This design comes from an exercise in tuning for small area and a short achievable clock period on the open sky130 flow, not from production work.
Only simulation tests tie the RTL to the original design; equivalence was not proved.
Power figures rest on the tool's default switching activity, not on a simulated workload.

--- design/flow/standard.sh ---
#!/bin/bash
# synth_recipe.tcl (not shown) runs the flow's synth.tcl, then flattens the netlist and writes it again
# the make line also repeats each setting of config.mk as NAME=value (left out here)
make -C /OpenROAD-flow-scripts/flow DESIGN_CONFIG=/design/flow/config.mk WORK_HOME=/design/flow/orfs CLKGATE_MAP_FILE= SYNTH_SCRIPT=/design/flow/synth_recipe.tcl "${@:-finish}"
--- design/flow/flow/run.sh ---
#!/bin/bash
# Layout flow: the standard.sh (ORFS, the standard flow's synthesis script) with
#  - an area-recovering ABC mapping script (combinational logic only; the
#    registers are mapped by dfflibmap before ABC, exactly as in the
#    standard synthesis),
#  - buf_2 port buffers, repair free to change cell footprints,
#  - a clock tree with larger sink clusters and no dummy loads.
# make's output goes to flow_make.log; each ORFS step keeps its own log under
# orfs/logs/.
set -euo pipefail
W=$PWD
rm -rf "$W/scripts_abc"
cp -r "$FLOW_HOME/scripts" "$W/scripts_abc"
cp "$W/flow/abc_speed.script" "$W/scripts_abc/abc_speed.script"
bash standard.sh \
  "SCRIPTS_DIR=$W/scripts_abc" \
  MATCH_CELL_FOOTPRINT=0 \
  "BUFFER_PORTS_ARGS=-buffer_cell sky130_fd_sc_hd__buf_2" \
  "CTS_ARGS=-sink_clustering_enable -repair_clock_nets -dont_use_dummy_load -sink_clustering_size 20 -sink_clustering_max_diameter 100" \
  finish > flow_make.log 2>&1
--- design/flow/design.v ---
`resetall
`timescale 1ns / 1ps
`default_nettype none
module mqnic_rx_queue_map #
(
    parameter PORTS = 2,
    parameter QUEUE_INDEX_WIDTH = 8,
    parameter INDIR_TBL_ADDR_WIDTH = 4,
    parameter ID_WIDTH = 1,
    parameter DEST_WIDTH = QUEUE_INDEX_WIDTH+1,
    parameter HASH_WIDTH = 32,
    parameter TAG_WIDTH = 8,
    parameter REG_ADDR_WIDTH = 6,
    parameter REG_DATA_WIDTH = 32,
    parameter REG_STRB_WIDTH = (REG_DATA_WIDTH/8),
    parameter RB_BASE_ADDR = 0,
    parameter RB_NEXT_PTR = 0,
    parameter AXIL_DATA_WIDTH = 32,
    parameter AXIL_ADDR_WIDTH = 7,
    parameter AXIL_STRB_WIDTH = (AXIL_DATA_WIDTH/8),
    parameter AXIL_BASE_ADDR = 0
)
(
    input  wire                          clk,
    input  wire                          rst,
    input  wire [REG_ADDR_WIDTH-1:0]     reg_wr_addr,
    input  wire [REG_DATA_WIDTH-1:0]     reg_wr_data,
    input  wire [REG_STRB_WIDTH-1:0]     reg_wr_strb,
    input  wire                          reg_wr_en,
    output wire                          reg_wr_wait,
    output wire                          reg_wr_ack,
    input  wire [REG_ADDR_WIDTH-1:0]     reg_rd_addr,
    input  wire                          reg_rd_en,
    output wire [REG_DATA_WIDTH-1:0]     reg_rd_data,
    output wire                          reg_rd_wait,
    output wire                          reg_rd_ack,
    input  wire [AXIL_ADDR_WIDTH-1:0]    s_axil_awaddr,
    input  wire [2:0]                    s_axil_awprot,
    input  wire                          s_axil_awvalid,
    output wire                          s_axil_awready,
    input  wire [AXIL_DATA_WIDTH-1:0]    s_axil_wdata,
    input  wire [AXIL_STRB_WIDTH-1:0]    s_axil_wstrb,
    input  wire                          s_axil_wvalid,
    output wire                          s_axil_wready,
    output wire [1:0]                    s_axil_bresp,
    output wire                          s_axil_bvalid,
    input  wire                          s_axil_bready,
    input  wire [AXIL_ADDR_WIDTH-1:0]    s_axil_araddr,
    input  wire [2:0]                    s_axil_arprot,
    input  wire                          s_axil_arvalid,
    output wire                          s_axil_arready,
    output wire [AXIL_DATA_WIDTH-1:0]    s_axil_rdata,
    output wire [1:0]                    s_axil_rresp,
    output wire                          s_axil_rvalid,
    input  wire                          s_axil_rready,
    input  wire [ID_WIDTH-1:0]           req_id,
    input  wire [DEST_WIDTH-1:0]         req_dest,
    input  wire [HASH_WIDTH-1:0]         req_hash,
    input  wire [TAG_WIDTH-1:0]          req_tag,
    input  wire                          req_valid,
    output wire [QUEUE_INDEX_WIDTH-1:0]  resp_queue,
    output wire [TAG_WIDTH-1:0]          resp_tag,
    output wire                          resp_valid
);
reg [31:0] tbl0[15:0];
reg [31:0] tbl1[15:0];
reg tbl_phase_reg;
reg mem_wr_pend_reg;     
reg mem_wr_late_reg;     
reg [3:0] mem_wr_lo_reg;
reg [3:0] mem_wr_hi_reg;
reg mem_wr_b_reg;
reg [31:0] mem_wr_data_reg;
wire mem_wr_now = (mem_wr_pend_reg && (tbl_phase_reg != mem_wr_b_reg)) || mem_wr_late_reg;
wire mem_wr_late_next = mem_wr_pend_reg && (tbl_phase_reg == mem_wr_b_reg);
function late_hit;
    input [4:0] x;
    begin
        late_hit = mem_wr_late_next && mem_wr_lo_reg[x[2:1]] && mem_wr_hi_reg[x[4:3]] && (mem_wr_b_reg == x[0]);
    end
endfunction
function [4:0] next_slot;
    input [4:0] x;
    begin
        next_slot = {x[4:1], x[0] ^ !tbl_phase_reg};
    end
endfunction
function [31:0] slot_word;
    input integer s;
    begin
        slot_word = s % 2 ? tbl1[s/2] : tbl0[s/2];
    end
endfunction
reg reg_wr_ack_reg;
reg [31:0] reg_rd_data_reg;
reg reg_rd_ack_reg;
reg [1:0] app_direct_en_reg;
reg [7:0] hash_mask_reg[1:0];
reg [7:0] app_mask_reg[1:0];
reg       lk1_direct_reg;
reg [7:0] lk1_val_reg;
reg [7:0] lk2_dest_reg;
reg [3:0] lk2_lo_reg;
reg [7:0] lk2_hi_reg;
reg       lk2_byp_reg;
reg [7:0] req_tag_d1_reg, req_tag_d2_reg;
reg req_valid_d1_reg, req_valid_d2_reg;
reg [7:0] resp_queue_reg;
reg [7:0] resp_tag_reg;
reg resp_valid_reg;
assign reg_wr_wait = 1'b0;
assign reg_wr_ack = reg_wr_ack_reg;
assign reg_rd_data = reg_rd_data_reg;
assign reg_rd_wait = 1'b0;
assign reg_rd_ack = reg_rd_ack_reg;
assign resp_queue = resp_queue_reg;
assign resp_tag = resp_tag_reg;
assign resp_valid = resp_valid_reg;
wire [3:0] wr_word = reg_wr_addr[5:2];
wire [3:0] rd_word = reg_rd_addr[5:2];
wire [7:0] cur_app_mask = app_mask_reg[req_id];
wire [7:0] cur_hash_mask = hash_mask_reg[req_id];
wire [3:0] lk_index = (req_dest[3:0] & cur_app_mask[3:0]) + (req_hash[3:0] & cur_hash_mask[3:0]);
wire lk_direct = req_dest[8] & app_direct_en_reg[req_id];
wire [4:0] lk_slot = next_slot(lk1_val_reg[4:0]);
wire lk_hit = late_hit(lk1_val_reg[4:0]);
wire [7:0] lk_queue;
genvar lb, lw;
generate
    for (lb = 0; lb < 8; lb = lb + 1) begin : lk_bit
        wire [33:0] terms;
        for (lw = 0; lw < 32; lw = lw + 1) begin : lk_word
            assign terms[lw] = slot_word(lw) >> lb & lk2_lo_reg[lw%4] & lk2_hi_reg[lw/4];
        end
        assign terms[32] = lk2_dest_reg[lb];
        assign terms[33] = mem_wr_data_reg[lb] & lk2_byp_reg;
        assign lk_queue[lb] = |terms;
    end
endgenerate
always @(posedge clk) begin
    reg_wr_ack_reg <= 1'b0;
    reg_rd_data_reg <= 32'd0;
    reg_rd_ack_reg <= 1'b0;
    if (reg_wr_en && !reg_wr_ack_reg) begin
        case (wr_word)
            4'h5: begin
                hash_mask_reg[0] <= reg_wr_data[7:0];
                reg_wr_ack_reg <= 1'b1;
            end
            4'h6: begin
                app_mask_reg[0] <= reg_wr_data[7:0];
                app_direct_en_reg[0] <= reg_wr_data[31];
                reg_wr_ack_reg <= 1'b1;
            end
            4'h9: begin
                hash_mask_reg[1] <= reg_wr_data[7:0];
                reg_wr_ack_reg <= 1'b1;
            end
            4'hA: begin
                app_mask_reg[1] <= reg_wr_data[7:0];
                app_direct_en_reg[1] <= reg_wr_data[31];
                reg_wr_ack_reg <= 1'b1;
            end
            default: ;
        endcase
    end
    if (reg_rd_en && !reg_rd_ack_reg) begin
        reg_rd_ack_reg <= 1'b1;
        case (rd_word)
            4'h0: reg_rd_data_reg <= 32'h0000C090;
            4'h1: reg_rd_data_reg <= 32'h00000200;
            4'h2: reg_rd_data_reg <= RB_NEXT_PTR;
            4'h3: reg_rd_data_reg <= 32'h00000402;
            4'h4: reg_rd_data_reg <= AXIL_BASE_ADDR;
            4'h5: reg_rd_data_reg <= {24'd0, hash_mask_reg[0]};
            4'h6: reg_rd_data_reg <= {app_direct_en_reg[0], 23'd0, app_mask_reg[0]};
            4'h8: reg_rd_data_reg <= AXIL_BASE_ADDR + 64;
            4'h9: reg_rd_data_reg <= {24'd0, hash_mask_reg[1]};
            4'hA: reg_rd_data_reg <= {app_direct_en_reg[1], 23'd0, app_mask_reg[1]};
            default: reg_rd_ack_reg <= 1'b0;
        endcase
    end
    lk1_direct_reg <= lk_direct;
    lk1_val_reg <= lk_direct ? req_dest[7:0] : {3'b000, req_id, lk_index};
    req_tag_d1_reg <= req_tag;
    req_valid_d1_reg <= req_valid;
    lk2_dest_reg <= lk1_direct_reg ? lk1_val_reg : 8'd0;
    lk2_lo_reg <= 4'b0001 << lk_slot[1:0];
    lk2_hi_reg <= lk1_direct_reg || lk_hit ? 8'd0 : 8'b00000001 << lk_slot[4:2];
    lk2_byp_reg <= !lk1_direct_reg && lk_hit;
    req_tag_d2_reg <= req_tag_d1_reg;
    req_valid_d2_reg <= req_valid_d1_reg;
    resp_queue_reg <= lk_queue;
    resp_tag_reg <= req_tag_d2_reg;
    resp_valid_reg <= req_valid_d2_reg;
    if (rst) begin
        reg_wr_ack_reg <= 1'b0;
        reg_rd_ack_reg <= 1'b0;
        app_direct_en_reg <= 2'b00;
        hash_mask_reg[0] <= 8'd0;
        hash_mask_reg[1] <= 8'd0;
        app_mask_reg[0] <= 8'd0;
        app_mask_reg[1] <= 8'd0;
        req_valid_d1_reg <= 1'b0;
        req_valid_d2_reg <= 1'b0;
        resp_valid_reg <= 1'b0;
    end
end
reg last_read_reg;
reg s_axil_awready_reg;
reg s_axil_bvalid_reg;
reg s_axil_arready_reg;
reg s_axil_rvalid_reg;
reg [31:0] s_axil_rdata_reg;
reg [31:0] s_axil_rdata_pipe_reg;
reg s_axil_rvalid_pipe_reg;
integer j;
reg mem_rd_pend_reg;
reg [31:0] mem_rd_sel_reg;
reg mem_rd_byp_reg;
assign s_axil_awready = s_axil_awready_reg;
assign s_axil_wready = s_axil_awready_reg;
assign s_axil_bresp = 2'b00;
assign s_axil_bvalid = s_axil_bvalid_reg;
assign s_axil_arready = s_axil_arready_reg;
assign s_axil_rdata = s_axil_rdata_pipe_reg;
assign s_axil_rresp = 2'b00;
assign s_axil_rvalid = s_axil_rvalid_pipe_reg;
wire pipe_ready = !s_axil_rvalid_pipe_reg || s_axil_rready;
wire write_eligible = s_axil_awvalid && s_axil_wvalid && (!s_axil_bvalid_reg || s_axil_bready) && !s_axil_awready_reg;
wire read_eligible = s_axil_arvalid && pipe_ready && !s_axil_arready_reg;
wire mem_wr_en = write_eligible && (!read_eligible || last_read_reg);
wire mem_rd_en = read_eligible && !mem_wr_en;
wire [4:0] rd_slot = next_slot(s_axil_araddr[6:2]);
wire rd_hit = late_hit(s_axil_araddr[6:2]);
reg [31:0] rd_sel_next;
integer k;
always @* begin
    for (k = 0; k < 32; k = k + 1) begin
        rd_sel_next[k] = mem_rd_en && rd_slot == k && !(k % 2 && mem_wr_late_next && mem_wr_lo_reg[(k/2)%4] && mem_wr_hi_reg[k/8]);
    end
end
wire [31:0] rdata_cur;
genvar gb, gw;
generate
    for (gb = 0; gb < 32; gb = gb + 1) begin : rd_bit
        wire [33:0] terms;
        for (gw = 0; gw < 32; gw = gw + 1) begin : rd_word
            assign terms[gw] = slot_word(gw) >> gb & mem_rd_sel_reg[gw];
        end
        assign terms[32] = s_axil_rdata_reg[gb] & !mem_rd_pend_reg;
        assign terms[33] = mem_wr_data_reg[gb] & mem_rd_byp_reg;
        assign rdata_cur[gb] = |terms;
    end
endgenerate
always @(posedge clk) begin
    if (mem_wr_en) begin
        last_read_reg <= 1'b0;
    end else if (read_eligible) begin
        last_read_reg <= 1'b1;
    end
    s_axil_awready_reg <= mem_wr_en;
    s_axil_bvalid_reg <= mem_wr_en || (s_axil_bvalid_reg && !s_axil_bready);
    s_axil_arready_reg <= mem_rd_en;
    s_axil_rvalid_reg <= mem_rd_en || (s_axil_rvalid_reg && !pipe_ready);
    mem_wr_pend_reg <= mem_wr_en;
    mem_wr_late_reg <= mem_wr_late_next;
    if (!mem_wr_pend_reg) begin
        mem_wr_lo_reg <= 4'b0001 << s_axil_awaddr[4:3];
        mem_wr_hi_reg <= 4'b0001 << s_axil_awaddr[6:5];
        mem_wr_b_reg <= s_axil_awaddr[2];
        mem_wr_data_reg <= s_axil_wdata;
    end
    tbl_phase_reg <= !tbl_phase_reg;
    for (j = 0; j < 16; j = j + 1) begin
        tbl1[j] <= tbl0[j];
        if (mem_wr_now && mem_wr_lo_reg[j%4] && mem_wr_hi_reg[j/4]) begin
            tbl0[j] <= mem_wr_data_reg;
        end else begin
            tbl0[j] <= tbl1[j];
        end
    end
    mem_rd_pend_reg <= mem_rd_en;
    mem_rd_sel_reg <= rd_sel_next;
    mem_rd_byp_reg <= mem_rd_en && rd_hit;
    s_axil_rdata_reg <= rdata_cur;
    if (pipe_ready) begin
        s_axil_rdata_pipe_reg <= rdata_cur;
        s_axil_rvalid_pipe_reg <= s_axil_rvalid_reg;
    end
    if (rst) begin
        last_read_reg <= 1'b0;
        s_axil_awready_reg <= 1'b0;
        s_axil_bvalid_reg <= 1'b0;
        s_axil_arready_reg <= 1'b0;
        s_axil_rvalid_reg <= 1'b0;
        s_axil_rvalid_pipe_reg <= 1'b0;
    end
end
endmodule
`resetall
`timescale 1ns / 1ps
module rx_queue_map_top (
    input  wire        clk,
    input  wire        rst,
    input  wire [5:0]  reg_wr_addr,
    input  wire [31:0] reg_wr_data,
    input  wire [3:0]  reg_wr_strb,
    input  wire        reg_wr_en,
    output wire        reg_wr_wait,
    output wire        reg_wr_ack,
    input  wire [5:0]  reg_rd_addr,
    input  wire        reg_rd_en,
    output wire [31:0] reg_rd_data,
    output wire        reg_rd_wait,
    output wire        reg_rd_ack,
    input  wire [6:0]  s_axil_awaddr,
    input  wire [2:0]  s_axil_awprot,
    input  wire        s_axil_awvalid,
    output wire        s_axil_awready,
    input  wire [31:0] s_axil_wdata,
    input  wire [3:0]  s_axil_wstrb,
    input  wire        s_axil_wvalid,
    output wire        s_axil_wready,
    output wire [1:0]  s_axil_bresp,
    output wire        s_axil_bvalid,
    input  wire        s_axil_bready,
    input  wire [6:0]  s_axil_araddr,
    input  wire [2:0]  s_axil_arprot,
    input  wire        s_axil_arvalid,
    output wire        s_axil_arready,
    output wire [31:0] s_axil_rdata,
    output wire [1:0]  s_axil_rresp,
    output wire        s_axil_rvalid,
    input  wire        s_axil_rready,
    input  wire [0:0]  req_id,
    input  wire [8:0]  req_dest,
    input  wire [31:0] req_hash,
    input  wire [7:0]  req_tag,
    input  wire        req_valid,
    output wire [7:0]  resp_queue,
    output wire [7:0]  resp_tag,
    output wire        resp_valid
);
mqnic_rx_queue_map #(
    .PORTS(2),
    .QUEUE_INDEX_WIDTH(8),
    .INDIR_TBL_ADDR_WIDTH(4),
    .ID_WIDTH(1),
    .DEST_WIDTH(9),
    .HASH_WIDTH(32),
    .TAG_WIDTH(8),
    .REG_ADDR_WIDTH(6),
    .REG_DATA_WIDTH(32),
    .REG_STRB_WIDTH(4),
    .RB_BASE_ADDR(0),
    .RB_NEXT_PTR(32'h100),
    .AXIL_DATA_WIDTH(32),
    .AXIL_ADDR_WIDTH(7),
    .AXIL_STRB_WIDTH(4),
    .AXIL_BASE_ADDR(32'h1000)
)
mqnic_rx_queue_map_inst (
    .clk(clk), .rst(rst),
    .reg_wr_addr(reg_wr_addr), .reg_wr_data(reg_wr_data), .reg_wr_strb(reg_wr_strb),
    .reg_wr_en(reg_wr_en), .reg_wr_wait(reg_wr_wait), .reg_wr_ack(reg_wr_ack),
    .reg_rd_addr(reg_rd_addr), .reg_rd_en(reg_rd_en), .reg_rd_data(reg_rd_data),
    .reg_rd_wait(reg_rd_wait), .reg_rd_ack(reg_rd_ack),
    .s_axil_awaddr(s_axil_awaddr), .s_axil_awprot(s_axil_awprot), .s_axil_awvalid(s_axil_awvalid),
    .s_axil_awready(s_axil_awready), .s_axil_wdata(s_axil_wdata), .s_axil_wstrb(s_axil_wstrb),
    .s_axil_wvalid(s_axil_wvalid), .s_axil_wready(s_axil_wready), .s_axil_bresp(s_axil_bresp),
    .s_axil_bvalid(s_axil_bvalid), .s_axil_bready(s_axil_bready),
    .s_axil_araddr(s_axil_araddr), .s_axil_arprot(s_axil_arprot), .s_axil_arvalid(s_axil_arvalid),
    .s_axil_arready(s_axil_arready), .s_axil_rdata(s_axil_rdata), .s_axil_rresp(s_axil_rresp),
    .s_axil_rvalid(s_axil_rvalid), .s_axil_rready(s_axil_rready),
    .req_id(req_id), .req_dest(req_dest), .req_hash(req_hash), .req_tag(req_tag), .req_valid(req_valid),
    .resp_queue(resp_queue), .resp_tag(resp_tag), .resp_valid(resp_valid)
);
endmodule
--- design/flow/config.mk ---
export PLATFORM = sky130hd
export DESIGN_NAME = rx_queue_map_top
export DESIGN_NICKNAME = rx_queue_map_top
export VERILOG_FILES = /design/flow/design.v
export SDC_FILE = /design/flow/constraint.sdc
export NUM_CORES = 4
export LEC_CHECK = 0
export CAP_MARGIN = 20
export CORE_MARGIN = 2
export CORE_UTILIZATION = 50
export PLACE_DENSITY = 0.7
export SETUP_SLACK_MARGIN = 3.45
export SLEW_MARGIN = 20
export TNS_END_PERCENT = 5
--- design/flow/constraint.sdc ---
create_clock -name core_clock -period 6.0 [get_ports {clk}]
set_input_delay 1.2000 -clock core_clock [delete_from_list [all_inputs] [get_ports {clk}]]
set_output_delay 1.2000 -clock core_clock [all_outputs]
set_load 0.01 [all_outputs]
--- design/flow/flow/abc_speed.script ---
&get -n
&st
&dch
&nf -R 1000
&put
==> flow_metrics.py, run 1 <==
metrics = {
    "run_status": {
        "outcome": "timing/DRC/antenna clean",
    },
    "route": {
        "drt-pass1-iter-count": 10,
        "drcViolationCount": 0,
        "drt-initial-drc-count": 4043,
        "vias": 28352,
        "avgViaCountPerCell": 6.445,
        "drt-total-wl_um": 120700,
        "routedWlPerCell_um": 27.43,
        "ant_nets": 0,
    },
    "layout": {
        "n_antenna_cell": 0,
        "nets": 3509,
        "multiInputGateArea_mm2": 0.01429,
        "syn2layout_area_growth_pct": 10.82,
        "seqCellArea_mm2": 0.02655,
        "n_fill_cell": 6672,
        "fin_util": 0.5613,
        "final_cell_mix": "dfxtp_1 (1177), mux2_1 (512), a22oi_1 (279)",
        "final_common_cell": "dfxtp_1",
        "top_regs": "mqnic_rx_queue_map_inst.tbl0 (512), mqnic_rx_queue_map_inst.tbl1 (512)",
        "drive_gt1_frac": 0.1060,
    },
    "place": {
        "place_congestion": 0.8069,
        "dpl_worst_slack_ps": 3097,
        "dp_hpwl_um": 63890,
        "port-buffer-count": 161,
    },
    "yosys": {
        "netlist_area_mm2": 0.04086,
        "ys_types": 41,
        "ys_warn_count": 5,
        "synth-seq-cells": 1287,
        "synth_area_leaders": "dfxtp_1 (59%), mux2_1 (14%), a222oi_1 (6.1%), edfxtp_1 (5.4%), a22oi_1 (5.1%)",
        "synth_edf_count": 73,
        "yosys.area.top_type": "dfxtp_1",
        "async_flop_share": 0,
        "synthFlopType": "dfxtp_1",
        "postSynthAreaPerCell_um2": 13.36,
        "synth_top_area_share": 0.5948,
        "syn-instance-count": 3059,
        "seq_area_frac_synth": 0.6484,
    },
    "cts": {
        "cts_htree_levels": 3,
        "cts_buffers": 74,
        "postCtsSetupBuffers": 0,
        "clock_latency_ps": 630,
        "clk_pin_slew_worst_paths_ps": 80,
        "clock-sinks": 1287,
        "cts_tree": "done",
        "cts_root_buffer": "clkbuf_16",
        "clockBufferDepth": 3,
        "ctsHoldBuffers": 0,
    },
    "sta": {
        "maxSlewHeadroom": 0.1943,
        "fmax_mhz": 391.3,
        "min_period_over_period": 0.4259,
        "finalWorstSetupSlack_ps": 3444,
        "report.final.slew_viol_count": 0,
        "layout_min_cycle_time_ps": 2556,
        "setup_viol": 0,
        "fin_skew_ps": 44.29,
        "rsz0062_at_grt": "true",
        "worst_slew_pin_slew_ps": 1209,
        "setup_tns_ps": 0,
        "hold_viol_final": 0,
    },
    "min_path": {
        "hp-class": "reg -> reg",
        "hold_depth": 0,
    },
    "floorplan": {
        "core_mm2": 0.08068,
        "dieArea_mm2": 0.08402,
        "io_pins": 258,
        "num_rows": 104,
        "die_h_um": 289.9,
        "initial_core_util": 0.5065,
        "die_w_um": 289.9,
    },
    "grt": {
        "grt_max_degree": 65,
        "antenna_found_initial": 1,
        "grt_pass1_vias": 27951,
        "grt-ovfl-total": 0,
        "grtUsageTotal": 0.2787,
        "grt_pass1_wl_um": 177400,
    },
    "setup_path": {
        "worst-setup-path-type": "reg -> reg",
        "worstSetupStartpointType": "register",
        "critPathArrivalTime_ps": 3050,
        "end_kind": "register",
        "critPathSlowestCell": "dfxtp_1",
        "r2r_cells": 6,
        "slowest_delay_ps": 510,
        "crit_path_cell_trace": "xor2_1 -> a21oi_2 -> nor2b_2 -> nand2_2 -> buf_6 -> mux2_1",
        "path_max_fanout": 24,
        "worstPathRequired_ps": 6490,
    },
    "power": {
        "power_density_mw_per_mm2": 378.6,
        "p_leak_uw": 0.01857,
        "peakVddDrop_mv": 0.1886,
    },
    "flow_run": {
        "maxCapViolations": 0,
    },
}
[cell families after synthesis]
family / share of synthesized area
flip-flops: 0.6484
multiplexers: 0.1465
AND/OR/NAND/NOR: 0.06219
AO/OA/AOI/OAI: 0.1330
adder cells (fa/ha/maj): 0.001409
buffers and inverters: 0.006247
other: 0.00009178
XOR/XNOR: 0.002143
[critical path, delay by kind of cell (launching register included)]
| family | cells | cell delay (ps) |
|---|---|---|
| flip-flops | 1 | 510 |
| XOR/XNOR | 1 | 290 |
| AO/OA/AOI/OAI | 1 | 150 |
| buffers and inverters | 1 | 380 |
| multiplexers | 1 | 370 |
| AND/OR/NAND/NOR | 2 | 700 |
[Yosys cell counts, types with 2 or more instances]
cell,n
a211o_1,6
a211oi_1,7
a21boi_0,10
a21o_1,2
a21oi_1,42
a221oi_1,13
a222oi_1,247
a22o_1,14
a22oi_1,279
a311oi_1,16
a31oi_1,3
and2_0,17
and4_1,13
buf_4,25
clkinv_1,18
dfxtp_1,1214
edfxtp_1,73
ha_1,3
mux2_1,512
mux2i_1,13
mux4_2,4
nand2_1,197
nand2b_1,10
nand3_1,33
nand3b_1,2
nand4_1,78
nor2_1,115
nor2b_1,19
nor3_1,21
nor3b_1,2
nor4_1,2
o21ai_0,10
or3_1,15
or4_1,9
xnor2_1,4
xor2_1,6
[final cells by class]
| type | instances | area share |
|---|---|---|
| Inverter | 18 | 0.001575 |
| Sequential cell | 1287 | 0.5864 |
| Multi-Input combinational cell | 1751 | 0.3156 |
| Tap cell | 1060 | 0.02929 |
| Timing Repair Buffer | 209 | 0.02617 |
| Clock buffer | 74 | 0.04090 |
[path summary, 6_finish.rpt]
path,from,to,slack [ps]
worst max register to register,mqnic_rx_queue_map_inst.tbl_phase_reg$_DFF_P_,mqnic_rx_queue_map_inst.tbl0[15][14]$_DFF_P_,3440
worst min-delay path,mqnic_rx_queue_map_inst.req_tag_d1_reg[4]$_DFF_P_,mqnic_rx_queue_map_inst.req_tag_d2_reg[4]$_DFF_P_,330
worst max-delay path,mqnic_rx_queue_map_inst.tbl_phase_reg$_DFF_P_,mqnic_rx_queue_map_inst.tbl0[15][14]$_DFF_P_,3440
worst min register to register,mqnic_rx_queue_map_inst.req_tag_d1_reg[4]$_DFF_P_,mqnic_rx_queue_map_inst.req_tag_d2_reg[4]$_DFF_P_,330
[stage by stage]
stage | total power (uW) | hold slack [ps] | std cells | area, um^2
5_1_grt | 17800 | 330.4 | 4399 | 45280
3_3_place_gp | 12320 | 310.2 | 4325 | 43370
2_1_floorplan | 11750 | 309.6 | 3081 | 40970
3_5_place_dp | 12410 | 313.5 | 4325 | 43380
4_1_cts | 17200 | 329.5 | 4399 | 45260
6_report | 17140 | 330.8 | 4399 | 45280
[power breakdown]
group	leakage, uW	total, uW	internal [uW]	switching [uW]
sequential	0.0108	11100	10100	939
clock	0.000912	4870	2200	2670
combinational	0.00684	1210	629	576
[per-layer routing]
metal	GRT usage	part of all wire	routed length, um	up-vias
met3	0.06717	0.12	14890	294
met4	0.1040	0.039	4698	2
li1	-	-	-	12483
met2	0.4116	0.42	50930	1653
met1	0.3963	0.42	50140	13920
met5	0	0.000091	11	-
[repair_timing]
| action | CTS | global route |
|---|---|---|
| setup endpoints to repair | 178 | 406 |
| gates resized for setup | 8 | 5 |
| pin swaps | 0 | 0 |
==> run 2: changes to the inputs <==
--- a/design/flow/config.mk
+++ b/design/flow/config.mk
@@ -9,6 +9,6 @@
 export CORE_MARGIN = 2
 export CORE_UTILIZATION = 50
 export PLACE_DENSITY = 0.7
-export SETUP_SLACK_MARGIN = 3.45
+export SETUP_SLACK_MARGIN = 3.3
 export SLEW_MARGIN = 20
 export TNS_END_PERCENT = 5
==> run 2 against run 1 <==
  * Still clean on timing, DRC and antenna
  * Worst hold slack about the same
  * Sequential share of layout area hardly changed
  * Die area did not move
  * Critical path depth unchanged
  * Clock-buffer cell count did not move
  * Combinational power about the same
  * Global-route usage about the same
  * Setup slack worse by 95 ps
  * Clock power about the same
  * Clock skew grew 1.1 ps
  * Sequential power is essentially flat
  * Largest cell class unchanged
  * Largest power group unchanged
==> flow_metrics.py, run 2 <==
metrics = {
    "place": {
        "place_area_mm2": 0.04338,
        "dp_hpwl_um": 63890,
        "dpl_worst_slack_ps": 3097,
        "port-buffer-count": 161,
        "place_congestion": 0.8069,
    },
    "yosys": {
        "synth_edf_count": 73,
        "async_flop_share": 0,
        "syn-instance-count": 3059,
        "synth-seq-cells": 1287,
        "synth_top_family_by_area": "multiplexers",
        "synth_fa_ha_area_frac": 0.001409,
        "synth_top_area_share": 0.5948,
        "yosys.area.top_type": "dfxtp_1",
        "synth-xor-area-share": 0.002143,
        "synth_compound_area_frac": 0.1330,
        "seq_area_frac_synth": 0.6484,
        "netlist_area_mm2": 0.04086,
        "synth-simple-area-share": 0.06219,
        "synthFlopType": "dfxtp_1",
        "synth.mux.area_fraction": 0.1465,
        "yosysMostFrequentCell": "dfxtp_1",
        "yosys-top-cells-count": "dfxtp_1 (1214), mux2_1 (512), a22oi_1 (279)",
        "synth_area_leaders": "dfxtp_1 (59%), mux2_1 (14%), a222oi_1 (6.1%), edfxtp_1 (5.4%), a22oi_1 (5.1%)",
        "ys_warn_count": 5,
        "ys_types": 41,
        "postSynthAreaPerCell_um2": 13.36,
    },
    "layout": {
        "final_cell_mix": "dfxtp_1 (1177), mux2_1 (512), a22oi_1 (279)",
        "syn2layout_area_growth_pct": 10.81,
        "final_common_cell": "dfxtp_1",
        "seqCellArea_mm2": 0.02655,
        "fin_area_mm2": 0.04528,
        "multiInputGateArea_mm2": 0.01429,
        "top_regs": "mqnic_rx_queue_map_inst.tbl0 (512), mqnic_rx_queue_map_inst.tbl1 (512)",
        "drive_gt1_frac": 0.1054,
        "n_fill_cell": 6675,
        "nets": 3509,
    },
    "floorplan": {
        "dieArea_mm2": 0.08402,
        "io_pins": 258,
        "num_rows": 104,
        "core_mm2": 0.08068,
        "die_h_um": 289.9,
        "initial_core_util": 0.5065,
        "die_w_um": 289.9,
    },
    "setup_path": {
        "cp_num_buf_inv": 1,
        "crit_path_cell_trace": "xor2_1 -> a21oi_1 -> nor2b_1 -> nand2_2 -> buf_6 -> mux2_1",
        "worstPathRequired_ps": 6500,
        "path_max_fanout": 24,
        "regToRegSetupSlack_ps": 3350,
        "slowest_delay_ps": 510,
        "worstSetupStartpointType": "register",
        "cp_top_family": "simple AND/OR/NAND/NOR gates",
        "worst-setup-path-type": "reg -> reg",
        "end_kind": "register",
        "critPathSlowestCell": "dfxtp_1",
        "critPathArrivalTime_ps": 3150,
    },
    "route": {
        "drt-initial-drc-count": 4011,
        "drt-pass1-iter-count": 7,
        "drt-total-wl_um": 120400,
        "drcViolationCount": 0,
        "avgViaCountPerCell": 6.458,
        "routedWlPerCell_um": 27.37,
        "ant_nets": 0,
        "vias": 28417,
    },
    "sta": {
        "rsz0062_at_grt": "true",
        "layout_min_cycle_time_ps": 2651,
        "report.final.slew_viol_count": 0,
        "fin_skew_ps": 45.44,
        "fmax_mhz": 377.2,
        "finalWorstSetupSlack_ps": 3349,
        "worst_slew_pin_slew_ps": 1172,
        "maxSlewHeadroom": 0.2187,
        "hold_ws_ps": 330.8,
        "min_period_over_period": 0.4418,
        "setup_viol": 0,
        "hold_viol_final": 0,
        "setup_tns_ps": 0,
    },
    "cts": {
        "cts_htree_levels": 3,
        "clock_latency_ps": 630,
        "cts_tree": "done",
        "clockBufferDepth": 3,
        "cts_root_buffer": "clkbuf_16",
        "ctsHoldBuffers": 0,
        "clk_pin_slew_worst_paths_ps": 80,
        "cts_buffers": 74,
        "clock-sinks": 1287,
    },
    "power": {
        "p_leak_uw": 0.01857,
        "power_density_mw_per_mm2": 378.7,
        "peakVddDrop_mv": 0.1877,
    },
    "min_path": {
        "hp-class": "reg -> reg",
    },
    "grt": {
        "grtUsageTotal": 0.2787,
        "antenna_found_initial": 2,
        "grt_pass1_wl_um": 177400,
        "grt-ovfl-total": 0,
        "grt_pass1_vias": 27972,
        "grt_max_degree": 65,
    },
    "run_status": {
        "outcome": "timing/DRC/antenna clean",
    },
    "flow_run": {
        "maxCapViolations": 0,
    },
}
==> run 2: cell counts after synthesis <==
No cell type changed its count.
==> run 2: cells by family after synthesis <==
group	Yosys count
mux	529
xor+xnor	10
flops	1287
other cells	1
buf+inv	43
simple gates	534
compound gates	651
fa+ha+maj	4
==> run 2: layout make-up <==
type	count	area share
antenna	1	0.00005527
clock buffer	74	0.04090
inverter	18	0.001575
multi-input combinational	1751	0.3155
sequential	1287	0.5865
tap	1060	0.02929
timing repair buffer	209	0.02617
==> run 2: through the flow <==
stage / std cells / total power, uW / util
5_1_grt: 4399 / 17800 / 0.5612
3_5_place_dp: 4325 / 12410 / 0.5377
4_1_cts: 4399 / 17200 / 0.5607
3_3_place_gp: 4325 / 12320 / 0.5376
2_1_floorplan: 3081 / 11750 / -
6_report: 4400 / 17140 / 0.5612
==> run 2: final timing paths <==
path                                                           from  cells past startpoint                                           endpoint
setup / recovery      mqnic_rx_queue_map_inst.tbl_phase_reg$_DFF_P_                      6        mqnic_rx_queue_map_inst.tbl0[5][11]$_DFF_P_
hold / removal    mqnic_rx_queue_map_inst.req_tag_d1_reg[4]$_DFF_P_                      0  mqnic_rx_queue_map_inst.req_tag_d2_reg[4]$_DFF_P_
setup reg to reg      mqnic_rx_queue_map_inst.tbl_phase_reg$_DFF_P_                      6        mqnic_rx_queue_map_inst.tbl0[5][11]$_DFF_P_
hold reg to reg   mqnic_rx_queue_map_inst.req_tag_d1_reg[4]$_DFF_P_                      0  mqnic_rx_queue_map_inst.req_tag_d2_reg[4]$_DFF_P_
==> run 2: what timing repair did <==
action,in CTS,in global routing
gates resized for setup,1,10
setup buffers,0,0
setup endpoints to repair,54,207
==> run 2: routing by layer <==
layer	wire (um)	share of wire	vias to the layer above	track usage
met5	11	0.000091	-	0
met2	50370	0.42	1658	0.4105
met4	5077	0.042	2	0.1063
li1	-	-	12492	-
met3	14450	0.12	308	0.06771
met1	50500	0.42	13957	0.3961
==> run 2: worst reg2reg max path, stage by stage, from the launching register on <==
cell and delay (ps):
dfxtp_1 510, xor2_1 150, a21oi_1 430, nor2b_1 220
nand2_2 390, buf_6 430, mux2_1 410
==> run 2: report_power, final <==
group          internal (uW)  switching, uW  total [uW]
Sequential             10100            937       11100
Combinational            629            576        1200
Clock                   2200           2680        4880
==> run 3: changes to the inputs <==
--- a/design/flow/config.mk
+++ b/design/flow/config.mk
@@ -9,6 +9,6 @@
 export CORE_MARGIN = 2
 export CORE_UTILIZATION = 50
 export PLACE_DENSITY = 0.7
-export SETUP_SLACK_MARGIN = 3.3
+export SETUP_SLACK_MARGIN = 3.6
 export SLEW_MARGIN = 20
 export TNS_END_PERCENT = 5
==> run 3 against run 2 <==
  * Clock-buffer cell count is the same
  * Global-route usage is essentially flat
  * Synthesized area is the same
  * Via count is essentially flat
  * Sequential cell count is the same
  * Die area is the same
  * First-iteration DRC count grew 1.2%
  * Sequential share of layout area shrank 0.15 points
  * Total power is essentially flat
  * Critical path type is now reg -> out
  * Critical endpoint is now s_axil_rdata[5]
==> flow_metrics.py, run 3 <==
metrics = {
    "route": {
        "drcViolationCount": 0,
        "ant_nets": 0,
        "vias": 28435,
        "drt-total-wl_um": 120600,
        "avgViaCountPerCell": 6.464,
        "drt-initial-drc-count": 4059,
        "routedWlPerCell_um": 27.42,
        "drt-pass1-iter-count": 8,
    },
    "flow_run": {
        "maxCapViolations": 0,
    },
    "yosys": {
        "netlist_area_mm2": 0.04086,
        "synth_top_area_share": 0.5948,
        "yosys-top-cells-count": "dfxtp_1 (1214), mux2_1 (512), a22oi_1 (279)",
        "ys_types": 41,
        "postSynthAreaPerCell_um2": 13.36,
        "yosysMostFrequentCell": "dfxtp_1",
        "syn-instance-count": 3059,
        "synth-seq-cells": 1287,
        "seq_area_frac_synth": 0.6484,
        "async_flop_share": 0,
        "ys_warn_count": 5,
        "synthFlopType": "dfxtp_1",
        "synth_edf_count": 73,
        "synth_area_leaders": "dfxtp_1 (59%), mux2_1 (14%), a222oi_1 (6.1%), edfxtp_1 (5.4%), a22oi_1 (5.1%)",
        "yosys.area.top_type": "dfxtp_1",
    },
    "floorplan": {
        "dieArea_mm2": 0.08402,
        "die_h_um": 289.9,
        "initial_core_util": 0.5065,
        "core_mm2": 0.08068,
        "die_w_um": 289.9,
        "io_pins": 258,
        "num_rows": 104,
    },
    "setup_path": {
        "end_kind": "output port",
        "rr_startpoint": "mqnic_rx_queue_map_inst.mem_rd_sel_reg[31]$_DFF_P_",
        "path_max_fanout": 1,
        "r2r_end": "mqnic_rx_queue_map_inst.s_axil_rdata_pipe_reg[8]$_DFFE_PN_",
        "worstPathRequired_ps": 4800,
        "worstSetupStartpointType": "register",
        "slowest_delay_ps": 470,
        "cp_num_buf_inv": 1,
        "crit_path_cell_trace": "buf_2",
        "cp_top_family": "flip-flops",
        "critPathArrivalTime_ps": 1300,
        "worst-setup-path-type": "reg -> out",
        "regToRegSetupSlack_ps": 3580,
        "critPathSlowestCell": "edfxtp_1",
        "r2r_cells": 4,
    },
    "min_path": {
        "hold_depth": 0,
        "min_from": "mqnic_rx_queue_map_inst.req_tag_d1_reg[4]$_DFF_P_",
        "holdPathEnd": "mqnic_rx_queue_map_inst.req_tag_d2_reg[4]$_DFF_P_",
        "hp-class": "reg -> reg",
    },
    "layout": {
        "final_common_cell": "dfxtp_1",
        "n_antenna_cell": 0,
        "syn2layout_area_growth_pct": 11.11,
        "final_cell_mix": "dfxtp_1 (1176), mux2_1 (512), a22oi_1 (279)",
        "top_regs": "mqnic_rx_queue_map_inst.tbl0 (512), mqnic_rx_queue_map_inst.tbl1 (512)",
        "drive_gt1_frac": 0.1066,
        "n_fill_cell": 6649,
        "nets": 3509,
    },
    "sta": {
        "hold_ws_ps": 330.9,
        "setup_tns_ps": 0,
        "fmax_mhz": 400.7,
        "rsz0062_at_grt": "true",
        "layout_min_cycle_time_ps": 2496,
        "maxSlewHeadroom": 0.2010,
        "hold_viol_final": 0,
        "finalWorstSetupSlack_ps": 3504,
        "worst_slew_pin_slew_ps": 1198,
        "report.final.slew_viol_count": 0,
        "fin_skew_ps": 43.69,
        "min_period_over_period": 0.4160,
        "setup_viol": 0,
    },
    "grt": {
        "grt_pass1_wl_um": 177600,
        "grtUsageTotal": 0.2790,
        "grt_pass1_vias": 28003,
        "grt_max_degree": 65,
        "grt-ovfl-total": 0,
        "antenna_found_initial": 1,
    },
    "cts": {
        "clock-sinks": 1287,
        "cts_buffers": 74,
        "postCtsSetupBuffers": 0,
        "cts_root_buffer": "clkbuf_16",
        "clk_pin_slew_worst_paths_ps": 80,
        "cts_htree_levels": 3,
        "clock_latency_ps": 630,
        "cts_tree": "done",
        "clockBufferDepth": 3,
    },
    "power": {
        "p_leak_uw": 0.01859,
        "peakVddDrop_mv": 0.1885,
        "power_density_mw_per_mm2": 377.9,
    },
    "place": {
        "dp_hpwl_um": 63890,
        "place_congestion": 0.8069,
        "dpl_worst_slack_ps": 3097,
        "port-buffer-count": 161,
    },
    "run_status": {
        "outcome": "timing/DRC/antenna clean",
    },
}
run 3: worst max-delay path by stage:
| stage | start | to | slack (ps) | cells past startpoint |
|---|---|---|---|---|
| floorplan | s_axil_rready | mqnic_rx_queue_map_inst.mem_rd_sel_reg[11]$_DFF_P_ | 3070 | 8 |
| global placement | mqnic_rx_queue_map_inst.tbl_phase_reg$_DFF_P_ | mqnic_rx_queue_map_inst.tbl0[10][0]$_DFF_P_ | 3140 | 6 |
| detailed placement | mqnic_rx_queue_map_inst.tbl_phase_reg$_DFF_P_ | mqnic_rx_queue_map_inst.tbl0[10][31]$_DFF_P_ | 3100 | 6 |
| CTS | mqnic_rx_queue_map_inst.s_axil_rdata_pipe_reg[5]$_DFFE_PN_ | s_axil_rdata[5] | 3490 | 1 |
| global route | mqnic_rx_queue_map_inst.s_axil_rdata_pipe_reg[5]$_DFFE_PN_ | s_axil_rdata[5] | 3480 | 1 |
| finish | mqnic_rx_queue_map_inst.s_axil_rdata_pipe_reg[5]$_DFFE_PN_ | s_axil_rdata[5] | 3500 | 1 |
run 3: power breakdown:
group / switching (uW) / total (uW) / internal, uW
clock: 2680 / 4880 / 2200
combinational: 577 / 1210 / 632
sequential: 941 / 11100 / 10100
run 3: cell families (layout without fill, tap and decap cells):
group,Yosys count,after routing,share of synthesized area
AND/OR/NAND/NOR,534,534,0.06219
XOR/XNOR,10,10,0.002143
flip-flops,1287,1287,0.6484
multiplexers,529,529,0.1465
adder cells (fa/ha/maj),4,4,0.001409
buffers and inverters,43,301,0.006247
AO/OA/AOI/OAI,651,651,0.1330
other,1,23,0.00009178
run 3: timing repair:
| item | CTS | global route |
|---|---|---|
| hold buffers | 0 | 0 |
| gates resized for setup | 27 | 12 |
| pin swaps | 0 | 0 |
| endpoints found under the setup margin | 294 | 376 |
run 3: metrics by stage:
step / instance area (um^2) / instances / utilization / total power, uW
2_1_floorplan: 40970 / 3081 / - / 11750
3_3_place_gp: 43370 / 4325 / 0.5376 / 12320
3_5_place_dp: 43380 / 4325 / 0.5377 / 12410
4_1_cts: 45340 / 4399 / 0.5621 / 17200
5_1_grt: 45400 / 4399 / 0.5627 / 17810
6_report: 45400 / 4399 / 0.5627 / 17160
run 3: layer usage:
metal,vias up,part of all wire,track usage
met5,-,0.000091,0
met4,2,0.042,0.1070
met3,306,0.12,0.06702
met2,1651,0.42,0.4117
met1,13987,0.42,0.3961
li1,12489,-,-
run 3: layout make-up:
class / instances / area (um^2) / area share
Timing Repair Buffer: 209 / 1221 / 0.02690
Inverter: 18 / 71.32 / 0.001571
Multi-Input combinational cell: 1751 / 14370 / 0.3166
Tap cell: 1060 / 1326 / 0.02921
Clock buffer: 74 / 1852 / 0.04079
Sequential cell: 1287 / 26560 / 0.5849
==> run 4: changes to the inputs <==
--- a/design/flow/flow/run.sh
+++ b/design/flow/flow/run.sh
@@ -16,5 +16,5 @@
   "SCRIPTS_DIR=$W/scripts_abc" \
   MATCH_CELL_FOOTPRINT=0 \
   "BUFFER_PORTS_ARGS=-buffer_cell sky130_fd_sc_hd__buf_2" \
-  "CTS_ARGS=-sink_clustering_enable -repair_clock_nets -dont_use_dummy_load -sink_clustering_size 20 -sink_clustering_max_diameter 100" \
+  "CTS_ARGS=-sink_clustering_enable -repair_clock_nets -dont_use_dummy_load -sink_clustering_size 25 -sink_clustering_max_diameter 100" \
   finish > flow_make.log 2>&1
==> run 4 against run 3 <==
  * Utilization is 0.57 points lower
  * Register-to-register slack worse by 70 ps
  * Maximum frequency is 0.47% lower
  * Setup slack worse by 12 ps
  * Routed wire length shrank 0.36%
  * Sequential power is essentially flat
  * Via count is 0.63% lower
  * Critical endpoint unchanged
  * Largest cell class unchanged
  * Final cell count shrank 0.39%
  * Total power shrank 3.7%
  * Still clean
==> flow_metrics.py, run 4 <==
metrics = {
    "grt": {
        "use_met3": 0.05921,
        "grt-ovfl-total": 0,
        "grtUsageTotal": 0.2770,
        "grt_max_degree": 65,
        "grt_pass1_vias": 27854,
        "grt_pass1_wl_um": 176600,
        "antenna_found_initial": 1,
        "met2_usage": 0.4123,
        "grt_busiest_layer": "met2",
        "global_route.usage.met1": 0.3959,
    },
    "yosys": {
        "synth-seq-cells": 1287,
        "syn-instance-count": 3059,
        "yosys.area.top_type": "dfxtp_1",
        "netlist_area_mm2": 0.04086,
        "ys_types": 41,
        "synthFlopType": "dfxtp_1",
        "synth_area_leaders": "dfxtp_1 (59%), mux2_1 (14%), a222oi_1 (6.1%), edfxtp_1 (5.4%), a22oi_1 (5.1%)",
        "postSynthAreaPerCell_um2": 13.36,
        "yosysMostFrequentCell": "dfxtp_1",
        "yosys-top-cells-count": "dfxtp_1 (1214), mux2_1 (512), a22oi_1 (279)",
        "synth_edf_count": 73,
        "async_flop_share": 0,
        "synth_top_area_share": 0.5948,
        "ys_warn_count": 5,
        "seq_area_frac_synth": 0.6484,
    },
    "route": {
        "drt-total-wl_um": 120200,
        "avgViaCountPerCell": 6.448,
        "vias": 28256,
        "ant_nets": 0,
        "drt-pass1-iter-count": 7,
        "routedWlPerCell_um": 27.42,
        "drt-initial-drc-count": 3825,
        "drcViolationCount": 0,
    },
    "sta": {
        "hold_viol_final": 0,
        "report.final.slew_viol_count": 0,
        "layout_min_cycle_time_ps": 2508,
        "setup_tns_ps": 0,
        "min_period_over_period": 0.4180,
        "fmax_mhz": 398.8,
        "maxSlewHeadroom": 0.2099,
        "rsz0062_at_grt": "true",
        "worst_slew_pin_slew_ps": 1185,
        "setup_viol": 0,
        "fin_skew_ps": 53.12,
        "hold_ws_ps": 321.9,
    },
    "cts": {
        "cts_tree": "done",
        "cts_root_buffer": "clkbuf_16",
        "clock-sinks": 1287,
        "clockBufferDepth": 3,
        "cts_buffers": 57,
        "clk_pin_slew_worst_paths_ps": 100,
        "clock_latency_ps": 680,
        "postCtsSetupBuffers": 0,
        "cts_htree_levels": 2,
    },
    "setup_path": {
        "cp_num_buf_inv": 1,
        "path_max_fanout": 1,
        "regToRegSetupSlack_ps": 3510,
        "r2r_end": "mqnic_rx_queue_map_inst.tbl0[2][14]$_DFF_P_",
        "r2r_cells": 6,
        "worstSetupStartpointType": "register",
        "crit_path_cell_trace": "buf_2",
        "worst-setup-path-type": "reg -> out",
        "cp.depth": 1,
        "slowest_delay_ps": 480,
        "end_kind": "output port",
        "cp_top_family": "flip-flops",
        "critPathSlowestCell": "edfxtp_1",
        "worstPathRequired_ps": 4800,
        "rr_startpoint": "mqnic_rx_queue_map_inst.mem_wr_b_reg$_DFFE_PN_",
        "critPathArrivalTime_ps": 1310,
    },
    "layout": {
        "fin_area_mm2": 0.04494,
        "drive_gt1_frac": 0.1014,
        "fin_util": 0.5570,
        "seqCellArea_mm2": 0.02655,
        "n_antenna_cell": 0,
        "n_fill_cell": 6715,
        "final_common_cell": "dfxtp_1",
        "final_cell_mix": "dfxtp_1 (1177), mux2_1 (512), a22oi_1 (279)",
        "syn2layout_area_growth_pct": 9.979,
        "top_regs": "mqnic_rx_queue_map_inst.tbl0 (512), mqnic_rx_queue_map_inst.tbl1 (512)",
        "nets": 3492,
        "multiInputGateArea_mm2": 0.01435,
    },
    "min_path": {
        "hp-class": "reg -> reg",
        "min_from": "mqnic_rx_queue_map_inst.tbl0[3][26]$_DFF_P_",
        "holdPathEnd": "mqnic_rx_queue_map_inst.tbl1[3][26]$_DFF_P_",
        "hold_depth": 0,
    },
    "place": {
        "place_congestion": 0.8069,
        "dp_hpwl_um": 63890,
        "port-buffer-count": 161,
        "place_area_mm2": 0.04338,
    },
    "power": {
        "power_density_mw_per_mm2": 367.8,
        "peakVddDrop_mv": 0.2355,
        "power_uw": 16530,
        "p_leak_uw": 0.01837,
    },
    "flow_run": {
        "maxCapViolations": 0,
    },
    "run_status": {
        "outcome": "timing/DRC/antenna clean",
    },
    "floorplan": {
        "num_rows": 104,
        "core_mm2": 0.08068,
        "die_w_um": 289.9,
        "io_pins": 258,
        "dieArea_mm2": 0.08402,
        "initial_core_util": 0.5065,
        "die_h_um": 289.9,
    },
}
-- run 4: cell counts after synthesis --
Identical to the previous run, type by type.
-- run 4: cells by family after synthesis --
family,count (synthesis),synth area share
flops,1287,0.6484
compound gates,651,0.1330
simple gates,534,0.06219
mux,529,0.1465
buf+inv,43,0.006247
xor+xnor,10,0.002143
fa+ha+maj,4,0.001409
other cells,1,0.00009178
-- run 4: metrics by stage --
stage / worst slack [ps] / std cells
after floorplan: 3074 / 3081
after global placement: 3141 / 4325
after detailed placement: 3097 / 4325
after CTS: 3464 / 4382
after global routing: 3447 / 4382
final: 3492 / 4382
-- run 4: area by class of cell --
cell class | count | area share
inverters | 18 | 0.001587
repair buffers | 209 | 0.02687
clock buffers | 57 | 0.03174
well taps | 1060 | 0.02951
flip-flops and latches | 1287 | 0.5909
multi-input cells | 1751 | 0.3194
-- run 4: how the worst max path moves through the flow --
| stage | endpoint | startpoint | slack (ps) |
|---|---|---|---|
| after floorplan | mqnic_rx_queue_map_inst.mem_rd_sel_reg[11]$_DFF_P_ | s_axil_rready | 3070 |
| after global placement | mqnic_rx_queue_map_inst.tbl0[10][0]$_DFF_P_ | mqnic_rx_queue_map_inst.tbl_phase_reg$_DFF_P_ | 3140 |
| after detailed placement | mqnic_rx_queue_map_inst.tbl0[10][31]$_DFF_P_ | mqnic_rx_queue_map_inst.tbl_phase_reg$_DFF_P_ | 3100 |
| after CTS | s_axil_rdata[5] | mqnic_rx_queue_map_inst.s_axil_rdata_pipe_reg[5]$_DFFE_PN_ | 3460 |
| after global routing | mqnic_rx_queue_map_inst.tbl0[2][26]$_DFF_P_ | mqnic_rx_queue_map_inst.tbl_phase_reg$_DFF_P_ | 3450 |
| final | s_axil_rdata[5] | mqnic_rx_queue_map_inst.s_axil_rdata_pipe_reg[5]$_DFFE_PN_ | 3490 |
-- run 4: power by group --
group          leakage [uW]  switching [uW]  internal [uW]
logic               0.00685             577            631
clock network      0.000702            2560           1700
registers            0.0108             941          10100
-- run 4: routing by layer --
metal | part of all wire | up-vias
li1 | - | 12432
met1 | 0.42 | 13928
met2 | 0.42 | 1615
met3 | 0.12 | 279
met4 | 0.038 | 2
met5 | 0.00011 | -
-- run 4: repair_timing --
action                                  in CTS  in global routing
endpoints found under the hold margin        0                  0
endpoints found under the setup margin     284                471
hold buffers                                 0                  0
resized for setup                           10                 20
==> run 5: changes to the inputs <==
--- a/design/flow/design.v
+++ b/design/flow/design.v
@@ -66,12 +66,12 @@
 reg [31:0] tbl1[15:0];
 reg tbl_phase_reg;
 reg mem_wr_pend_reg;     
-reg mem_wr_late_reg;     
 reg [3:0] mem_wr_lo_reg;
 reg [3:0] mem_wr_hi_reg;
 reg mem_wr_b_reg;
 reg [31:0] mem_wr_data_reg;
-wire mem_wr_now = (mem_wr_pend_reg && (tbl_phase_reg != mem_wr_b_reg)) || mem_wr_late_reg;
+reg [15:0] tbl_we_reg;
+reg [15:0] tbl_nwe_reg;
 wire mem_wr_late_next = mem_wr_pend_reg && (tbl_phase_reg == mem_wr_b_reg);
 function late_hit;
     input [4:0] x;
@@ -264,7 +264,6 @@
     s_axil_arready_reg <= mem_rd_en;
     s_axil_rvalid_reg <= mem_rd_en || (s_axil_rvalid_reg && !pipe_ready);
     mem_wr_pend_reg <= mem_wr_en;
-    mem_wr_late_reg <= mem_wr_late_next;
     if (!mem_wr_pend_reg) begin
         mem_wr_lo_reg <= 4'b0001 << s_axil_awaddr[4:3];
         mem_wr_hi_reg <= 4'b0001 << s_axil_awaddr[6:5];
@@ -274,11 +273,11 @@
     tbl_phase_reg <= !tbl_phase_reg;
     for (j = 0; j < 16; j = j + 1) begin
         tbl1[j] <= tbl0[j];
-        if (mem_wr_now && mem_wr_lo_reg[j%4] && mem_wr_hi_reg[j/4]) begin
-            tbl0[j] <= mem_wr_data_reg;
-        end else begin
-            tbl0[j] <= tbl1[j];
-        end
+        tbl0[j] <= (mem_wr_data_reg & {32{tbl_we_reg[j]}}) | (tbl1[j] & {32{tbl_nwe_reg[j]}});
+        tbl_we_reg[j] <= (mem_wr_en && (tbl_phase_reg == s_axil_awaddr[2]) && s_axil_awaddr[6:3] == j) ||
+            (mem_wr_late_next && mem_wr_lo_reg[j%4] && mem_wr_hi_reg[j/4]);
+        tbl_nwe_reg[j] <= !((mem_wr_en && (tbl_phase_reg == s_axil_awaddr[2]) && s_axil_awaddr[6:3] == j) ||
+            (mem_wr_late_next && mem_wr_lo_reg[j%4] && mem_wr_hi_reg[j/4]));
     end
     mem_rd_pend_reg <= mem_rd_en;
     mem_rd_sel_reg <= rd_sel_next;
==> run 5 against run 4 <==
  * Still clean on timing, DRC and antenna
  * Utilization is 0.43 points lower
  * Sequential cell count grew 31
  * Sequential power about the same
  * Total power is 2.4% higher
  * Synthesized area fell by 1.0%
==> flow_metrics.py, run 5 <==
metrics = {
    "yosys": {
        "async_flop_share": 0,
        "yosys.area.top_type": "dfxtp_1",
        "yosys-top-cells-count": "dfxtp_1 (1245), a22o_1 (528), a22oi_1 (277)",
        "synth-seq-cells": 1318,
        "synthFlopType": "dfxtp_1",
        "ys_types": 43,
        "synth_edf_count": 73,
        "ys_warn_count": 5,
        "yosysMostFrequentCell": "dfxtp_1",
        "synth_area_leaders": "dfxtp_1 (62%), a22o_1 (11%), a222oi_1 (6.1%), edfxtp_1 (5.4%), a22oi_1 (5.1%)",
        "synth_top_area_share": 0.6164,
        "postSynthAreaPerCell_um2": 12.91,
        "syn-instance-count": 3133,
        "netlist_area_mm2": 0.04044,
        "seq_area_frac_synth": 0.6706,
    },
    "sta": {
        "fmax_mhz": 417.4,
        "hold_viol_final": 0,
        "layout_min_cycle_time_ps": 2396,
        "fin_skew_ps": 20.05,
        "worst_slew_pin_slew_ps": 1285,
        "rsz0062_at_grt": "true",
        "min_period_over_period": 0.3993,
        "setup_viol": 0,
        "setup_tns_ps": 0,
        "maxSlewHeadroom": 0.1433,
        "report.final.slew_viol_count": 0,
    },
    "route": {
        "avgViaCountPerCell": 6.874,
        "drcViolationCount": 0,
        "drt-pass1-iter-count": 10,
        "vias": 30631,
        "drt-total-wl_um": 129900,
        "drt-initial-drc-count": 4914,
        "routedWlPerCell_um": 29.14,
        "ant_nets": 0,
    },
    "grt": {
        "grt_pass1_vias": 29143,
        "grt_pass1_wl_um": 189200,
        "antenna_found_initial": 1,
        "grtUsageTotal": 0.3033,
        "grt_max_degree": 65,
        "grt-ovfl-total": 0,
    },
    "cts": {
        "cts_root_buffer": "clkbuf_16",
        "clock_latency_ps": 670,
        "cts_buffers": 58,
        "cts_tree": "done",
        "cts_htree_levels": 2,
        "postCtsSetupBuffers": 0,
        "clockBufferDepth": 3,
        "clock-sinks": 1318,
        "postCtsResizedCells": 0,
        "clk_pin_slew_worst_paths_ps": 90,
        "ctsHoldBuffers": 0,
    },
    "setup_path": {
        "r2r_cells": 3,
        "cp_num_buf_inv": 1,
        "worstSetupStartpointType": "register",
        "worst-setup-path-type": "reg -> out",
        "crit_path_cell_trace": "buf_2",
        "worstPathRequired_ps": 4800,
        "end_kind": "output port",
        "slowest_delay_ps": 380,
        "path_max_fanout": 1,
        "cp_top_family": "flip-flops",
        "critPathArrivalTime_ps": 1200,
        "critPathSlowestCell": "edfxtp_1",
        "cp.depth": 1,
    },
    "layout": {
        "syn2layout_area_growth_pct": 9.741,
        "n_fill_cell": 6827,
        "top_regs": "mqnic_rx_queue_map_inst.tbl0 (512), mqnic_rx_queue_map_inst.tbl1 (512)",
        "final_cells": 4456,
        "drive_gt1_frac": 0.09661,
        "nets": 3565,
        "final_common_cell": "dfxtp_1",
        "final_cell_mix": "dfxtp_1 (1193), a22o_1 (528), a22oi_1 (277)",
    },
    "min_path": {
        "hp-class": "reg -> reg",
        "hold_depth": 0,
    },
    "floorplan": {
        "die_w_um": 288.4,
        "die_h_um": 288.4,
        "initial_core_util": 0.5036,
        "io_pins": 258,
        "core_mm2": 0.08029,
        "dieArea_mm2": 0.08316,
        "num_rows": 104,
    },
    "power": {
        "power.internal_uw": 12730,
        "power_frac_comb": 0.075,
        "p_seq_frac": 0.668,
        "clockPowerShare": 0.257,
        "p_leak_uw": 0.01775,
        "power.share.switching": 0.2481,
        "power_uw": 16930,
        "power_density_mw_per_mm2": 381.5,
        "peakVddDrop_mv": 0.2401,
        "p_sw_uw": 4200,
    },
    "place": {
        "port-buffer-count": 161,
        "dp_hpwl_um": 67150,
        "place_congestion": 0.8244,
        "placed_cells": 4397,
    },
    "run_status": {
        "outcome": "timing/DRC/antenna clean",
    },
    "flow_run": {
        "maxCapViolations": 0,
    },
}
-- run 5: cell count changes after synthesis, sizes merged, moves of 12 or more --
cell | before | now
mux2 | 512 | 0
dfxtp | 1214 | 1245
nor3b | 2 | 14
a22o | 14 | 528
nand3 | 33 | 49
a311oi | 16 | 0
clkinv | 18 | 40
-- run 5: worst register-to-register path: stages (launching register included) --
cell	delay, ps
dfxtp_2	710
a222oi_1	610
nand4_1	140
or4_1	590
-- run 5: kinds of logic after synthesis --
family | synth area share
mux | 0.005446
fa+ha+maj | 0.001424
compound gates | 0.2462
other cells | 0.00009274
flops | 0.6706
xor+xnor | 0.002383
buf+inv | 0.008355
simple gates | 0.06551
-- run 5: layer usage --
layer / share of wire / vias up / routed length [um] / global-route usage
met5: 0.000062 / - / 8 / 0
met4: 0.043 / 2 / 5558 / 0.1246
met3: 0.13 / 342 / 17210 / 0.07488
met2: 0.43 / 2046 / 55330 / 0.4487
met1: 0.40 / 15143 / 51750 / 0.4251
li1: - / 13098 / - / -
-- run 5: area by class of cell --
cell class / instances / area (um^2) / area share
flip-flops and latches: 1318 / 27200 / 0.6130
multi-input cells: 1772 / 13090 / 0.2949
clock buffers: 58 / 1451 / 0.03271
well taps: 1060 / 1326 / 0.02989
repair buffers: 207 / 1151 / 0.02594
inverters: 40 / 153.9 / 0.003468
diodes: 1 / 2.502 / 0.00005639
-- run 5: worst paths after layout --
| kind | end | startpoint | slack, ps |
|---|---|---|---|
| setup reg to reg | mqnic_rx_queue_map_inst.s_axil_rdata_pipe_reg[29]$_DFFE_PN_ | mqnic_rx_queue_map_inst.mem_rd_sel_reg[27]$_DFF_P_ | 3670 |
| setup / recovery | s_axil_rdata[11] | mqnic_rx_queue_map_inst.s_axil_rdata_pipe_reg[11]$_DFFE_PN_ | 3600 |
| hold reg to reg | mqnic_rx_queue_map_inst.req_tag_d2_reg[6]$_DFF_P_ | mqnic_rx_queue_map_inst.req_tag_d1_reg[6]$_DFF_P_ | 330 |
| hold / removal | mqnic_rx_queue_map_inst.req_tag_d2_reg[6]$_DFF_P_ | mqnic_rx_queue_map_inst.req_tag_d1_reg[6]$_DFF_P_ | 330 |
-- run 5: through the flow --
step,cell area (um^2),setup WS [ps],utilization,hold WS [ps]
floorplan,40550,3071,-,309.6
global placement,42910,3061,0.5345,310.1
detailed placement,42910,3008,0.5345,313.2
CTS,44360,3560,0.5525,335.7
global route,44370,3554,0.5527,335.3
finish,44370,3604,0.5527,331.6
-- run 5: power by group through the flow --
stage	clock, uW	combinational (uW)	sequential, uW
after floorplan	0	840	11200
after global placement	0	1230	11400
after detailed placement	0	1260	11400
after CTS	4410	1270	11300
after global routing	4710	1390	11500
final	4350	1270	11300
==> run 6: changes to the inputs <==
--- a/design/flow/flow/run.sh
+++ b/design/flow/flow/run.sh
@@ -16,5 +16,5 @@
   "SCRIPTS_DIR=$W/scripts_abc" \
   MATCH_CELL_FOOTPRINT=0 \
   "BUFFER_PORTS_ARGS=-buffer_cell sky130_fd_sc_hd__buf_2" \
-  "CTS_ARGS=-sink_clustering_enable -repair_clock_nets -dont_use_dummy_load -sink_clustering_size 25 -sink_clustering_max_diameter 100" \
+  "CTS_ARGS=-sink_clustering_enable -repair_clock_nets -dont_use_dummy_load -sink_clustering_size 20 -sink_clustering_max_diameter 100" \
   finish > flow_make.log 2>&1
==> run 6 against run 5 <==
  * Combinational power hardly changed
  * Critical path depth unchanged
  * Via count increased by 0.57%
  * Sequential share of layout area decreased by 0.58 points
  * Critical path type unchanged
  * Largest power group unchanged
==> flow_metrics.py, run 6 <==
metrics = {
    "run_status": {
        "outcome": "timing/DRC/antenna clean",
    },
    "yosys": {
        "synth_area_leaders": "dfxtp_1 (62%), a22o_1 (11%), a222oi_1 (6.1%), edfxtp_1 (5.4%), a22oi_1 (5.1%)",
        "yosys.area.top_type": "dfxtp_1",
        "postSynthAreaPerCell_um2": 12.91,
        "synth_edf_count": 73,
        "synth_top_area_share": 0.6164,
        "ys_types": 43,
        "seq_area_frac_synth": 0.6706,
        "ys_warn_count": 5,
        "syn-instance-count": 3133,
        "synth-seq-cells": 1318,
        "synthFlopType": "dfxtp_1",
        "async_flop_share": 0,
        "netlist_area_mm2": 0.04044,
        "yosys-top-cells-count": "dfxtp_1 (1245), a22o_1 (528), a22oi_1 (277)",
        "yosysMostFrequentCell": "dfxtp_1",
    },
    "setup_path": {
        "cp_top_family": "flip-flops",
        "crit_start": "mqnic_rx_queue_map_inst.s_axil_rdata_pipe_reg[9]$_DFFE_PN_",
        "end_kind": "output port",
        "crit_path_cell_trace": "buf_2",
        "slowest_delay_ps": 370,
        "worstSetupStartpointType": "register",
        "rr_startpoint": "mqnic_rx_queue_map_inst.mem_rd_sel_reg[28]$_DFF_P_",
        "critPathSlowestCell": "edfxtp_1",
        "critPathArrivalTime_ps": 1190,
        "cp_num_buf_inv": 1,
        "worst-setup-path-type": "reg -> out",
        "worstPathRequired_ps": 4800,
        "path_max_fanout": 1,
    },
    "grt": {
        "grt_max_degree": 65,
        "grt_pass1_vias": 29330,
        "grtUsageTotal": 0.3054,
        "antenna_found_initial": 2,
        "grt_pass1_wl_um": 190000,
        "grt-ovfl-total": 0,
    },
    "sta": {
        "maxSlewHeadroom": 0.1364,
        "layout_min_cycle_time_ps": 2392,
        "report.final.slew_viol_count": 0,
        "min_period_over_period": 0.3986,
        "setup_viol": 0,
        "rsz0062_at_grt": "true",
        "fin_skew_ps": 63.78,
        "worst_slew_pin_slew_ps": 1295,
        "hold_viol_final": 0,
        "fmax_mhz": 418.1,
        "setup_tns_ps": 0,
    },
    "layout": {
        "nets": 3582,
        "n_antenna_cell": 0,
        "syn2layout_area_growth_pct": 10.80,
        "n_fill_cell": 6790,
        "final_cell_mix": "dfxtp_1 (1193), a22o_1 (528), a22oi_1 (277)",
        "top_regs": "mqnic_rx_queue_map_inst.tbl0 (512), mqnic_rx_queue_map_inst.tbl1 (512)",
        "drive_gt1_frac": 0.1014,
        "final_common_cell": "dfxtp_1",
        "fin_area_mm2": 0.04480,
    },
    "min_path": {
        "min_from": "mqnic_rx_queue_map_inst.tbl0[13][28]$_DFF_P_",
        "hp-class": "reg -> reg",
    },
    "floorplan": {
        "initial_core_util": 0.5036,
        "die_w_um": 288.4,
        "num_rows": 104,
        "io_pins": 258,
        "dieArea_mm2": 0.08316,
        "die_h_um": 288.4,
        "core_mm2": 0.08029,
    },
    "power": {
        "power_density_mw_per_mm2": 391.5,
        "power_frac_comb": 0.072,
        "power.internal_uw": 13230,
        "power.share.switching": 0.2455,
        "p_leak_uw": 0.01796,
        "peakVddDrop_mv": 0.1918,
        "p_seq_frac": 0.645,
        "clockPowerShare": 0.283,
        "p_sw_uw": 4307,
    },
    "flow_run": {
        "maxCapViolations": 0,
    },
    "route": {
        "drt-initial-drc-count": 5167,
        "vias": 30805,
        "drt-pass1-iter-count": 9,
        "drcViolationCount": 0,
        "drt-total-wl_um": 130400,
        "routedWlPerCell_um": 29.16,
        "avgViaCountPerCell": 6.888,
        "ant_nets": 0,
    },
    "cts": {
        "clockBufferDepth": 3,
        "cts_htree_levels": 3,
        "cts_root_buffer": "clkbuf_16",
        "postCtsSetupBuffers": 0,
        "cts_tree": "done",
        "clock_latency_ps": 670,
        "ctsHoldBuffers": 0,
        "cts_buffers": 75,
        "clk_pin_slew_worst_paths_ps": 90,
        "postCtsResizedCells": 0,
        "clock-sinks": 1318,
    },
    "place": {
        "place_congestion": 0.8244,
        "dp_hpwl_um": 67150,
        "place_area_mm2": 0.04291,
        "port-buffer-count": 161,
    },
}
==> run 6: cell types whose count changed in the layout (fill, tap and decap cells not counted), sizes merged <==
cell,previous run,this run
clkbuf,58,75
diode,1,0
==> run 6: metal layers <==
metal  vias up  GRT usage  wire [um]
met4         2     0.1273       6256
met2      2126     0.4493      54840
met5         -          0         11
li1      13158          -          -
met3       393    0.08310      17920
met1     15126     0.4246      51350
==> run 6: cell type report <==
| cell class | count | area [um^2] | area share |
|---|---|---|---|
| sequential | 1318 | 27200 | 0.6072 |
| timing repair buffer | 207 | 1151 | 0.02569 |
| tap | 1060 | 1326 | 0.02960 |
| clock buffer | 75 | 1877 | 0.04189 |
| inverter | 40 | 153.9 | 0.003435 |
| multi-input combinational | 1772 | 13090 | 0.2922 |
==> run 6: kinds of logic after synthesis <==
kind of cell	count (synthesis)	synth area share
AO/OA/AOI/OAI	1166	0.2462
XOR/XNOR	11	0.002383
adder cells (fa/ha/maj)	4	0.001424
buffers and inverters	65	0.008355
flip-flops	1318	0.6706
multiplexers	17	0.005446
other	1	0.00009274
AND/OR/NAND/NOR	551	0.06551
==> run 6: final timing paths <==
path / end / slack [ps] / cells after the start
max: s_axil_rdata[9] / 3610 / 1
min: mqnic_rx_queue_map_inst.tbl1[13][28]$_DFF_P_ / 300 / 0
max reg2reg: mqnic_rx_queue_map_inst.s_axil_rdata_pipe_reg[0]$_DFFE_PN_ / 3690 / 5
min reg2reg: mqnic_rx_queue_map_inst.tbl1[13][28]$_DFF_P_ / 300 / 0
==> run 6: through the flow <==
step | power (uW) | hold WS (ps) | util | cells | worst slack (ps)
after floorplan | 12030 | 309.6 | - | 3155 | 3071
after global placement | 12630 | 310.1 | 0.5345 | 4397 | 3061
after detailed placement | 12700 | 313.2 | 0.5345 | 4397 | 3008
after CTS | 17560 | 314.9 | 0.5578 | 4472 | 3597
after global routing | 18190 | 309.4 | 0.5580 | 4472 | 3579
final | 17540 | 303.0 | 0.5580 | 4472 | 3608
==> run 6: power groups by stage <==
stage	combinational, uW	clock (uW)	sequential (uW)
floorplan	840	0	11200
global placement	1230	0	11400
detailed placement	1260	0	11400
CTS	1270	5020	11300
global route	1390	5340	11500
finish	1270	4960	11300

Re-timed with assumed drivers on the ports (clkbuf_16 on the clock, buf_2 on other inputs), run 6 has 3.537 ns of setup slack against 3.608 ns with ideal ports, and 3.084 ns once port delays also move by the mid clock arrival of 0.713 ns.
